Context: an optimization exercise on an open-source flow, tuned for small area, a short achievable clock period and few clock cycles. The choices shown serve that exercise and are no tape-out recipe.
Power is estimated from default activity; no workload was simulated.

// simple_cpu
module simple_cpu (
    input clk,
    input rst_n,
    input instr_valid,
    input [15:0] instr,
    output instr_ready,
    input [7:0] mem_rdata,
    input mem_ready,
    output reg mem_req,
    output reg mem_we,
    output [7:0] mem_addr,
    output [7:0] mem_wdata,
    output reg done,
    output reg [3:0] flags   
);
Size: roughly 100 flip-flops, ~52 I/O pins, roughly 0.0065 mm^2 of cells after synthesis.
==> module simple_cpu, before the edit <==
module simple_cpu (
    input clk,
    input rst_n,
    input instr_valid,
    input [15:0] instr,
    output instr_ready,
    input [7:0] mem_rdata,
    input mem_ready,
    output reg mem_req,
    output reg mem_we,
    output [7:0] mem_addr,
    output [7:0] mem_wdata,
    output reg done,
    output reg [3:0] flags   
);
  reg [7:0] regfile[0:7];
  reg x_alu;   
  reg x_fix;   
  reg [2:0] x_rd;
  reg [3:0] x_imm;
  reg c_add, c_sub, c_g, c_p, c_shl, c_shr;
  reg [7:0] opa;   
  reg [7:0] opb;   
  reg a_c4;   
  integer i;
  wire x_ld = mem_req & ~mem_we;
  wire mwait = mem_req & ~mem_ready;
  wire stall = x_fix | mwait;
  assign instr_ready = ~stall;
  wire accept = instr_valid & ~stall;
  assign mem_wdata = opa;
  assign mem_addr = {opb[7:4] + {3'b000, a_c4}, opb[3:0]};
  wire [7:0] p = opa ^ opb;
  wire [7:0] g = opa & opb;
  wire [7:0] g1, p1, g2, p2, g3, p3;
  genvar k;
  generate
    for (k = 0; k < 8; k = k + 1) begin : pfx
      if (k % 2 == 1) begin : l1a
        assign g1[k] = g[k] | (p[k] & g[k-1]);
        assign p1[k] = p[k] & p[k-1];
      end else begin : l1b
        assign g1[k] = g[k];
        assign p1[k] = p[k];
      end
      if (k % 4 >= 2) begin : l2a
        assign g2[k] = g1[k] | (p1[k] & g1[(k/4)*4+1]);
        assign p2[k] = p1[k] & p1[(k/4)*4+1];
      end else begin : l2b
        assign g2[k] = g1[k];
        assign p2[k] = p1[k];
      end
      if (k >= 4) begin : l3a
        assign g3[k] = g2[k] | (p2[k] & g2[3]);
        assign p3[k] = p2[k] & p2[3];
      end else begin : l3b
        assign g3[k] = g2[k];
        assign p3[k] = p2[k];
      end
    end
  endgenerate
  wire [7:0] cy = {g3[6:0] | (p3[6:0] & {7{c_sub}}), c_sub};
  wire [7:0] sum = p ^ cy;
  wire [2:0] rot = opb[2:0];
  wire [7:0] r1 = rot[0] ? {opa[6:0], opa[7]} : opa;
  wire [7:0] r2 = rot[1] ? {r1[5:0], r1[7:6]} : r1;
  wire [7:0] r3 = rot[2] ? {r2[3:0], r2[7:4]} : r2;
  reg [7:0] shmask;
  always @(*) begin
    for (i = 0; i < 8; i = i + 1)
      shmask[i] = (c_shl & (i >= rot)) | (c_shr & ((rot == 3'd0) | (i < rot)));
  end
  wire [7:0] alu_res = ({8{c_add}} & sum) | ({8{c_g}} & g) | ({8{c_p}} & p) |
                       (shmask & r3);
  wire [7:0] wr_val = alu_res | ({8{x_ld}} & mem_rdata);
  wire wr_en = x_alu | (x_ld & mem_ready);
  wire [3:0] i_op = instr[15:12];
  wire [2:0] i_rd = instr[11:9];
  wire [2:0] i_rs = instr[7:5];
  wire [3:0] i_imm = instr[3:0];
  wire i_alu = (i_op >= 4'h1) && (i_op <= 4'h8);
  wire i_mem = (i_op == 4'h9) || (i_op == 4'hA);
  wire i_immop = (i_op == 4'h6) || (i_op == 4'h7) || (i_op == 4'h8);
  wire [2:0] ra = i_rd;
  wire [2:0] rb = i_rs;
  wire [3:0] ri = i_imm;
  wire [7:0] ra_oh = 8'b1 << ra;
  wire [7:0] rb_oh = 8'b1 << rb;
  reg [7:0] rf_a, rf_b;
  always @(*) begin
    rf_a = 8'h00;
    rf_b = 8'h00;
    for (i = 0; i < 8; i = i + 1) begin
      rf_a = rf_a | ({8{ra_oh[i]}} & regfile[i]);
      rf_b = rf_b | ({8{rb_oh[i]}} & regfile[i]);
    end
  end
  wire [3:0] lp = rf_b[3:0] ^ ri;
  wire [3:0] lg = rf_b[3:0] & ri;
  wire lc1 = lg[0];
  wire lc2 = lg[1] | (lp[1] & lg[0]);
  wire lc3 = lg[2] | (lp[2] & lg[1]) | (lp[2] & lp[1] & lg[0]);
  wire lc4 = lg[3] | (lp[3] & lg[2]) | (lp[3] & lp[2] & lg[1]) | (lp[3] & lp[2] & lp[1] & lg[0]);
  wire [4:0] lo = {lc4, lp[3] ^ lc3, lp[2] ^ lc2, lp[1] ^ lc1, lp[0]};
  wire [4:0] lo_fix = {1'b0, opb[3:0]} + {1'b0, x_imm};
  wire fwd_a = wr_en && (x_rd == i_rd);
  wire hz_b = wr_en && (x_rd == i_rs);   
  wire fwd_b = hz_b && !i_immop;
  wire [2:0] i_rot = (i_op == 4'h8) ? 3'd0 - i_imm[2:0] : i_imm[2:0];
  wire [7:0] opb_rf = i_mem ? {rf_b[7:4], lo[3:0]} : (i_immop ? {4'h0, i_imm[3], i_rot} : rf_b);
  wire [7:0] b_new = (fwd_b ? wr_val : opb_rf) ^ {8{i_op == 4'h2}};
  always @(posedge clk) begin
    c_add <= accept & ((i_op == 4'h1) || (i_op == 4'h2) || (i_op == 4'h6));
    c_sub <= accept & (i_op == 4'h2);
    c_g   <= accept & ((i_op == 4'h3) || (i_op == 4'h4));   
    c_p   <= accept & ((i_op == 4'h4) || (i_op == 4'h5));   
    c_shl <= accept & (i_op == 4'h7) & !i_imm[3];
    c_shr <= accept & (i_op == 4'h8) & !i_imm[3];
    opa <= ({8{stall}} & opa) | ({8{~stall & fwd_a}} & wr_val) | ({8{~stall & ~fwd_a}} & rf_a);
    opb <= ({8{mwait}} & opb) | ({8{x_fix}} & {opb[7:4], lo_fix[3:0]}) |
           ({8{~stall}} & b_new);
    a_c4 <= (mwait & a_c4) | (x_fix & lo_fix[4]) | (~stall & lo[4]);
    if (!stall) begin
      x_rd  <= i_rd;
      x_imm <= i_imm;
      mem_we <= (i_op == 4'hA);
    end
  end
  always @(posedge clk or negedge rst_n) begin
    if (!rst_n) begin
      x_alu <= 1'b0;
      x_fix <= 1'b0;
      mem_req <= 1'b0;
      done <= 1'b0;
      flags <= 4'b0;
      for (i = 0; i < 8; i = i + 1) regfile[i] <= 8'h0;
    end else begin
      x_alu <= accept & i_alu;
      if (x_fix) begin
        x_fix <= 1'b0;
        mem_req <= 1'b1;
      end else if (!mwait) begin
        x_fix <= accept & i_mem & hz_b;
        mem_req <= accept & i_mem & ~hz_b;
      end
      if (accept && i_op == 4'hF) done <= 1'b1;
      if (wr_en) regfile[x_rd] <= wr_val;
      if (x_alu) begin
        flags[3] <= (alu_res == 8'h0);
        flags[2] <= alu_res[7];
      end
    end
  end
endmodule
==> flow/config.mk <==
export PLATFORM = sky130hd
export DESIGN_NAME = simple_cpu
export DESIGN_NICKNAME = simple_cpu
export VERILOG_FILES = /design/flow/design.v
export SDC_FILE = /design/flow/constraint.sdc
export NUM_CORES = 4
export LEC_CHECK = 0
export ABC_AREA = 1
export CAP_MARGIN = 20
export CORE_MARGIN = 2
export CORE_UTILIZATION = 40
export SETUP_SLACK_MARGIN = 2.5
export SLEW_MARGIN = 20
==> flow/constraint.sdc <==
create_clock -name core_clock -period 5.0 [get_ports {clk}]
set_input_delay 1.0000 -clock core_clock [delete_from_list [all_inputs] [get_ports {clk}]]
set_output_delay 1.0000 -clock core_clock [all_outputs]
set_load 0.01 [all_outputs]
standard.sh (not shown) runs the stock make flow with config.mk's settings and CLKGATE_MAP_FILE= SYNTH_SCRIPT=/design/flow/synth_recipe.tcl, a recipe that flattens the netlist after the stock synthesis.
==> flow/flow/run.sh <==
#!/bin/bash
# Standard layout, with plain buf_1 cells as the port buffers and resizing not
# held to each cell's footprint.
set -euo pipefail
bash standard.sh "BUFFER_PORTS_ARGS=-buffer_cell sky130_fd_sc_hd__buf_1" MATCH_CELL_FOOTPRINT=0 finish > make_finish.log 2>&1
Then changed:
--- a/flow/design.v
+++ b/flow/design.v
@@ -22,4 +22,5 @@
   reg [7:0] opa;   
   reg [7:0] opb;   
+  reg [3:0] a_lo;   
   reg a_c4;   
   integer i;
@@ -30,5 +31,5 @@
   wire accept = instr_valid & ~stall;
   assign mem_wdata = opa;
-  assign mem_addr = {opb[7:4] + {3'b000, a_c4}, opb[3:0]};
+  assign mem_addr = {opb[7:4] + {3'b000, a_c4}, a_lo};
   wire [7:0] p = opa ^ opb;
   wire [7:0] g = opa & opb;
@@ -107,7 +108,8 @@
   wire hz_b = wr_en && (x_rd == i_rs);   
   wire fwd_b = hz_b && !i_immop;
+  wire [7:0] inv_b = {8{i_op == 4'h2}};   
   wire [2:0] i_rot = (i_op == 4'h8) ? 3'd0 - i_imm[2:0] : i_imm[2:0];
-  wire [7:0] opb_rf = i_mem ? {rf_b[7:4], lo[3:0]} : (i_immop ? {4'h0, i_imm[3], i_rot} : rf_b);
-  wire [7:0] b_new = (fwd_b ? wr_val : opb_rf) ^ {8{i_op == 4'h2}};
+  wire [7:0] opb_rf = i_immop ? {4'h0, i_imm[3], i_rot} : rf_b;
+  wire [7:0] b_new = (fwd_b ? wr_val : opb_rf) ^ inv_b;
   always @(posedge clk) begin
     c_add <= accept & ((i_op == 4'h1) || (i_op == 4'h2) || (i_op == 4'h6));
@@ -118,6 +120,6 @@
     c_shr <= accept & (i_op == 4'h8) & !i_imm[3];
     opa <= ({8{stall}} & opa) | ({8{~stall & fwd_a}} & wr_val) | ({8{~stall & ~fwd_a}} & rf_a);
-    opb <= ({8{mwait}} & opb) | ({8{x_fix}} & {opb[7:4], lo_fix[3:0]}) |
-           ({8{~stall}} & b_new);
+    opb <= ({8{stall}} & opb) | ({8{~stall}} & b_new);
+    a_lo <= ({4{mwait}} & a_lo) | ({4{x_fix}} & lo_fix[3:0]) | ({4{~stall}} & lo[3:0]);
     a_c4 <= (mwait & a_c4) | (x_fix & lo_fix[4]) | (~stall & lo[4]);
     if (!stall) begin
Outcome: Cell count is lower by 1.1%; global-route usage is lower by 0.50 points; count of clock-buffer cells in the layout is lower by 4; routed wire length is lower by 1.3%; area after synthesis is higher by 2.1%; clock power is lower by about 2%; total power is higher by 4.1%; register-to-register slack degrades by 0.05 ns; via count is lower by 1.8%; worst setup slack improves by 0.10 ns; sequential share of layout area is higher by 1.5 points.
Function was not checked in any run of this note: the RTL went through the layout flow alone.

afterwards: timing with drivers on the ports:
Ports are ideal in the flow. The routed layouts listed here were re-timed in OpenROAD.
Step 1 (the two cells are an assumption about what drives the block):
set clk [get_ports {clk}]
set_driving_cell -lib_cell sky130_fd_sc_hd__clkbuf_16 $clk
set_driving_cell -lib_cell sky130_fd_sc_hd__buf_2 [delete_from_list [all_inputs] $clk]
Step 2, shift: input delay + t, output delay - t, t = (earliest + latest rising clock arrival at the registers) / 2. This alone moves slack from input paths to output paths.
a / b / c = ideal ports / drivers / drivers and shift; a / b = the first two.
run | t (ns) | setup WS [ns] | clock arrival spread, ns
the first run | 0.397 | 2.322 / 2.299 / 1.902 | 0.009 / 0.008
the second run | 0.408 | 2.425 / 2.428 / 2.020 | 0.012 / 0.012
After both steps setup and hold are still met in every run listed. For the first run, which loses most, drivers alone change the setup slack by -0.023 ns; drivers and shift together by -0.420 ns.
